Source: an optimization exercise on an open RTL-to-GDS flow (aim: small area and a short achievable clock period). Production flows keep margins and buffers that such runs may drop. The RTL was checked by simulation tests, not by an equivalence proof against the original design. No driver is modelled on the clock port, so clocking that relies on it looks cheaper here than on a real chip. No activity file was given, so power comes from the tool's default toggle rates.

Setup of rev 12:
==> flow/design.v (excerpt) <==
module cpu(clk, rst, imem_addr, imem_data, dmem_addr, dmem_wdata, dmem_we, dmem_re, dmem_rdata);
	input clk;
	input rst;
	output [6:0] imem_addr;
	input [31:0] imem_data;
	output [4:0] dmem_addr;
	output [31:0] dmem_wdata;
	output dmem_we;
	output dmem_re;
	input [31:0] dmem_rdata;
	wire [5:0] op = imem_data[31:26];
	wire [4:0] rs = imem_data[25:21];
	wire [4:0] rt = imem_data[20:16];
	wire [4:0] rd = imem_data[15:11];
	wire [5:0] fn = imem_data[5:0];
	wire [15:0] imm = imem_data[15:0];
	wire is_addi = (op == 6'h08);
	wire is_andi = (op == 6'h0c);
	wire is_ori  = (op == 6'h0d);
	wire is_xori = (op == 6'h0e);
	wire is_lw   = (op == 6'h23);
	wire is_sw   = (op == 6'h2b);
	wire is_bgt  = (op == 6'h07);
	wire is_j    = (op == 6'h02);
	wire is_jr   = (op == 6'h09);
	wire is_imm  = is_addi | is_andi | is_ori | is_xori | is_lw | is_sw;
	wire rtype   = ~(is_imm | is_bgt);
	wire f_add = rtype & (fn == 6'h20);
	wire f_sub = rtype & (fn == 6'h22);
	wire f_and = rtype & (fn == 6'h24);
	wire f_or  = rtype & (fn == 6'h25);
	wire f_xor = rtype & (fn == 6'h26);
	wire f_slt = rtype & (fn == 6'h2a);
	wire f_shl = rtype & (fn == 6'h01);
	wire op_add = is_addi | is_lw | is_sw | f_add;
	wire op_sub = f_sub;
	wire op_and = is_andi | f_and;
	wire op_or  = is_ori | f_or;
	wire op_xor = is_xori | f_xor;
	reg [31:0] rf [1:31];
	wire [31:0] ra, rb;
	integer k;
	genvar gk;
	wire [991:0] rflat;
	generate
		for (gk = 1; gk < 32; gk = gk + 1) begin : g_flat
			assign rflat[gk*32-32 +: 32] = rf[gk];
		end
	endgenerate
	wire [31:0] rbn = ~rb;
	wire [19:0] ralo;
  ...
==> flow/config.mk <==
export PLATFORM = sky130hd
export DESIGN_NAME = cpu
export DESIGN_NICKNAME = cpu
export VERILOG_FILES = /design/flow/design.v
export SDC_FILE = /design/flow/constraint.sdc
export NUM_CORES = 4
export LEC_CHECK = 0
export CAP_MARGIN = 20
export CORE_MARGIN = 2
export CORE_UTILIZATION = 45
export CTS_BUF_LIST = sky130_fd_sc_hd__clkbuf_16
export CTS_CLUSTER_DIAMETER = 70
export CTS_CLUSTER_SIZE = 26
export PLACE_DENSITY = 0.6
export SETUP_SLACK_MARGIN = 5
export SLEW_MARGIN = 20
export SYNTH_HIERARCHICAL = 1
export SYNTH_MINIMUM_KEEP_SIZE = 0
export TNS_END_PERCENT = 0
==> flow/constraint.sdc <==
create_clock -name core_clock -period 12.0 [get_ports {clk}]
set_input_delay 2.4000 -clock core_clock [delete_from_list [all_inputs] [get_ports {clk}]]
set_output_delay 2.4000 -clock core_clock [all_outputs]
set_load 0.01 [all_outputs]
standard.sh (not shown) runs the stock make flow with config.mk's settings and CLKGATE_MAP_FILE= SYNTH_SCRIPT=/design/flow/synth_recipe.tcl, a recipe that flattens the netlist after the stock synthesis.
==> flow/flow/run.sh <==
#!/bin/bash
set -euo pipefail
CTS="-sink_clustering_enable -repair_clock_nets -sink_clustering_size 26 -sink_clustering_max_diameter 70 -buf_list sky130_fd_sc_hd__clkbuf_16 -dont_use_dummy_load"
bash standard.sh "BUFFER_PORTS_ARGS=-buffer_cell sky130_fd_sc_hd__buf_2" \
  "CTS_ARGS=$CTS" \
  "POST_CTS_TCL=$(pwd)/flow/post_cts.tcl" \
  "POST_GLOBAL_ROUTE_TCL=$(pwd)/flow/post_grt.tcl" finish > standard_flow.log 2>&1
==> flow/flow/post_cts.tcl <==
# Extra setup repair after CTS: resize and swap pins only, toward the same
# margin as the flow's own repair, over every violating endpoint.
estimate_parasitics -placement
repair_timing -setup -setup_margin $::env(SETUP_SLACK_MARGIN) -repair_tns 100 \
  -sequence "sizeup,swap" -skip_last_gasp -verbose
detailed_placement
check_placement -verbose
estimate_parasitics -placement
report_worst_slack
report_design_area
==> flow/flow/post_grt.tcl <==
# Extra setup repair after global routing, with global-route parasitics:
# resize and swap pins only, toward the flow's margin, over every violating
# endpoint; then legalize and reroute the changed nets as global_route.tcl does.
estimate_parasitics -global_routing
repair_timing -setup -setup_margin $::env(SETUP_SLACK_MARGIN) -repair_tns 100 \
  -sequence "sizeup,swap" -skip_last_gasp -verbose
global_route -start_incremental
detailed_placement
global_route -end_incremental
check_placement -verbose
estimate_parasitics -global_routing
report_worst_slack
report_design_area
#### Input delta (rev 13 over rev 12)
Settings: changing CTS_CLUSTER_DIAMETER from 70 to 80; changing SLEW_MARGIN from 20 to 10; changing CAP_MARGIN from 20 to 10; changing CTS_CLUSTER_SIZE from 26 to 30.
==> flow/flow/run.sh <==
#!/bin/bash
set -euo pipefail
CTS="-sink_clustering_enable -repair_clock_nets -sink_clustering_size 30 -sink_clustering_max_diameter 80 -buf_list sky130_fd_sc_hd__clkbuf_16 -dont_use_dummy_load"
bash standard.sh "BUFFER_PORTS_ARGS=-buffer_cell sky130_fd_sc_hd__buf_2" \
  "CTS_ARGS=$CTS" \
  "POST_CTS_TCL=$(pwd)/flow/post_cts.tcl" \
  "POST_GLOBAL_ROUTE_TCL=$(pwd)/flow/post_grt.tcl" finish > standard_flow.log 2>&1
## What came out
On sequential cell area share, rev 12 tracks rev 13 almost exactly.
Rev 13: flow completed, timing, DRC and antenna clean
Taking rev 12 as the reference, in rev 13 worst-skew pair later-pin latency barely changed, signed area change from the synthesized netlist to the final layout ~0 delta, total power saw a decrease.
Cmp rev 13 vs rev 12: overall via count from detail_route higher in rev 13
Critical path capture point: dmem_wdata[25] -> rev 12, dmem_wdata[29] -> rev 13
Taking rev 12 as the reference, in rev 13 worst-case headroom to the max-slew limit shrank by 7.0 points, minimum hold slack held steady, number of antenna violations at the first check in global routing grew by 3, via count of the first global-routing pass shrank by 0.72%.

cpu, a different RTL version from the one above (not shown whole).
Size: about 110 I/O pins, about 44,000 um^2 of cells after synthesis.
Settings: LEC_CHECK=0, CAP_MARGIN=20, CORE_MARGIN=2, CORE_UTILIZATION=45, CTS_BUF_LIST=sky130_fd_sc_hd__clkbuf_16, CTS_CLUSTER_DIAMETER=80, CTS_CLUSTER_SIZE=30, PLACE_DENSITY=0.6, SETUP_SLACK_MARGIN=5, SLEW_MARGIN=20, SYNTH_HIERARCHICAL=1, SYNTH_MINIMUM_KEEP_SIZE=0, TNS_END_PERCENT=0; clock period 12.0 ns.
==> flow/flow/run.sh <==
#!/bin/bash
set -euo pipefail
bash standard.sh "BUFFER_PORTS_ARGS=-buffer_cell sky130_fd_sc_hd__buf_2" \
  "POST_CTS_TCL=$(pwd)/flow/post_cts.tcl" finish > standard_flow.log 2>&1
Scripts as last shown in full above: flow/flow/post_cts.tcl
Rerun with:
==> flow/run.sh (new file) <==
#!/bin/bash
# synth_recipe.tcl (not shown) runs the flow's synth.tcl, then flattens the netlist and writes it again
# the make line also repeats each setting of config.mk as NAME=value (left out here)
make -C /OpenROAD-flow-scripts/flow DESIGN_CONFIG=/design/flow/config.mk WORK_HOME=/design/flow/orfs CLKGATE_MAP_FILE= SYNTH_SCRIPT=/design/flow/synth_recipe.tcl finish
removed: flow/flow/run.sh
removed: flow/flow/post_cts.tcl
removed: flow/standard.sh
Worst setup slack gets worse by 0.20 ns.
Maximum frequency drops by a few percent.
Register-to-register slack degrades by 0.12 ns.
Wire length stays flat.
Die area stays the same.
Rerun with:
==> flow/flow/run.sh (new file) <==
#!/bin/bash
set -euo pipefail
bash standard.sh "BUFFER_PORTS_ARGS=-buffer_cell sky130_fd_sc_hd__buf_2" finish > standard_flow.log 2>&1
==> flow/standard.sh (new file) <==
#!/bin/bash
# synth_recipe.tcl (not shown) runs the flow's synth.tcl, then flattens the netlist and writes it again
# the make line also repeats each setting of config.mk as NAME=value (left out here)
make -C /OpenROAD-flow-scripts/flow DESIGN_CONFIG=/design/flow/config.mk WORK_HOME=/design/flow/orfs CLKGATE_MAP_FILE= SYNTH_SCRIPT=/design/flow/synth_recipe.tcl "${@:-finish}"
CORE_UTILIZATION = 55   (was 45)
PLACE_DENSITY = 0.7   (was 0.6)
removed: flow/run.sh
=> Routed wire length falls by 3.9%; global-route usage climbs by 8.2 points; sequential power stays flat.
Rerun with:
==> flow/flow/run.sh (replaced) <==
#!/bin/bash
set -euo pipefail
CTS="-sink_clustering_enable -repair_clock_nets -sink_clustering_size 26 -sink_clustering_max_diameter 70 -buf_list sky130_fd_sc_hd__clkbuf_16 -dont_use_dummy_load"
bash standard.sh "BUFFER_PORTS_ARGS=-buffer_cell sky130_fd_sc_hd__buf_2" \
  "CTS_ARGS=$CTS" \
  "POST_CTS_TCL=$(pwd)/flow/post_cts.tcl" \
  "POST_GLOBAL_ROUTE_TCL=$(pwd)/flow/post_grt.tcl" finish > standard_flow.log 2>&1
==> flow/flow/post_cts.tcl (new file) <==
# Extra setup repair after CTS: resize and swap pins only, toward the same
# margin as the flow's own repair, over every violating endpoint.
estimate_parasitics -placement
repair_timing -setup -setup_margin $::env(SETUP_SLACK_MARGIN) -repair_tns 100 \
  -sequence "sizeup,swap" -skip_last_gasp -verbose
detailed_placement
check_placement -verbose
estimate_parasitics -placement
report_worst_slack
report_design_area
==> flow/flow/post_grt.tcl (new file) <==
# Extra setup repair after global routing, with global-route parasitics:
# resize and swap pins only, toward the flow's margin, over every violating
# endpoint; then legalize and reroute the changed nets as global_route.tcl does.
estimate_parasitics -global_routing
repair_timing -setup -setup_margin $::env(SETUP_SLACK_MARGIN) -repair_tns 100 \
  -sequence "sizeup,swap" -skip_last_gasp -verbose
global_route -start_incremental
detailed_placement
global_route -end_incremental
check_placement -verbose
estimate_parasitics -global_routing
report_worst_slack
report_design_area
CORE_UTILIZATION = 45   (was 55)
CTS_CLUSTER_DIAMETER = 70   (was 80)
CTS_CLUSTER_SIZE = 26   (was 30)
PLACE_DENSITY = 0.6   (was 0.7)
The new run went through all stages and came out clean.
Design area rises slightly.
Via count is lower slightly.
Routed wire length grows by a few percent.
Worst setup slack gets better by 0.25 ns.
Global-route usage is lower by 8.2 points.
Cell count went up by a few percent.
Total power is about the same.
Combinational power went up slightly.
Clock power is about the same.
Core utilization goes down by 11 points.
Rerun with:
==> flow/flow/run.sh (replaced) <==
#!/bin/bash
set -euo pipefail
CTS="-sink_clustering_enable -repair_clock_nets -sink_clustering_size 26 -sink_clustering_max_diameter 70 -buf_list sky130_fd_sc_hd__clkbuf_16 -dont_use_dummy_load"
bash standard.sh "BUFFER_PORTS_ARGS=-buffer_cell sky130_fd_sc_hd__buf_2" \
  "CTS_ARGS=$CTS" finish > standard_flow.log 2>&1
removed: flow/flow/post_cts.tcl
removed: flow/flow/post_grt.tcl
Result:
- worst setup slack degrades by 0.14 ns
- non-clock buffer count rose by 53
- synthesized area stays the same

## what the ideal ports hide
The flow's constraints put no driver on any port. The routed layouts listed below were extracted and timed again, unchanged, in two steps.
Step 1, drivers: a clkbuf_16 drives clk and a buf_2 each remaining input, both assumed.
Step 2 times the ports against the registers' clock, not the clock port: input delays grow and output delays shrink by t, the midpoint of the rising clock arrivals with the driver on.
Slacks: ideal / step 1 / step 2; pairs: ideal / step 1.
run | t (ns) | slack for setup (ns) | hold WS [ns] | latest minus earliest clock arrival (ns) | cell pins on the clock port's net
rev 12 | 0.747 | 4.903 / 4.789 / 4.259 | 0.500 / 0.500 / 0.500 | 0.084 / 0.084 | 1
rev 13 | 0.721 | 4.904 / 4.788 / 4.192 | 0.497 / 0.497 / 0.497 | 0.107 / 0.107 | 1
the first run of note 2 | 0.756 | 4.395 / 4.234 / 3.565 | 0.505 / 0.505 / 0.505 | 0.068 / 0.068 | 1
the second run of note 2 | 0.758 | 4.196 / 3.996 / 3.447 | 0.506 / 0.506 / 0.506 | 0.065 / 0.065 | 1
the third run of note 2 | 0.731 | 4.273 / 4.145 / 3.460 | 0.506 / 0.506 / 0.506 | 0.063 / 0.062 | 1
the fourth run of note 2 | 0.780 | 4.527 / 4.400 / 3.818 | 0.498 / 0.498 / 0.498 | 0.134 / 0.134 | 1
the fifth run of note 2 | 0.779 | 4.382 / 4.334 / 3.694 | 0.499 / 0.499 / 0.499 | 0.134 / 0.134 | 1
After both steps every run listed still meets setup and hold. The setup slack of the first run of note 2, which loses most, moves by -0.161 ns with the drivers and by -0.830 ns with both steps.
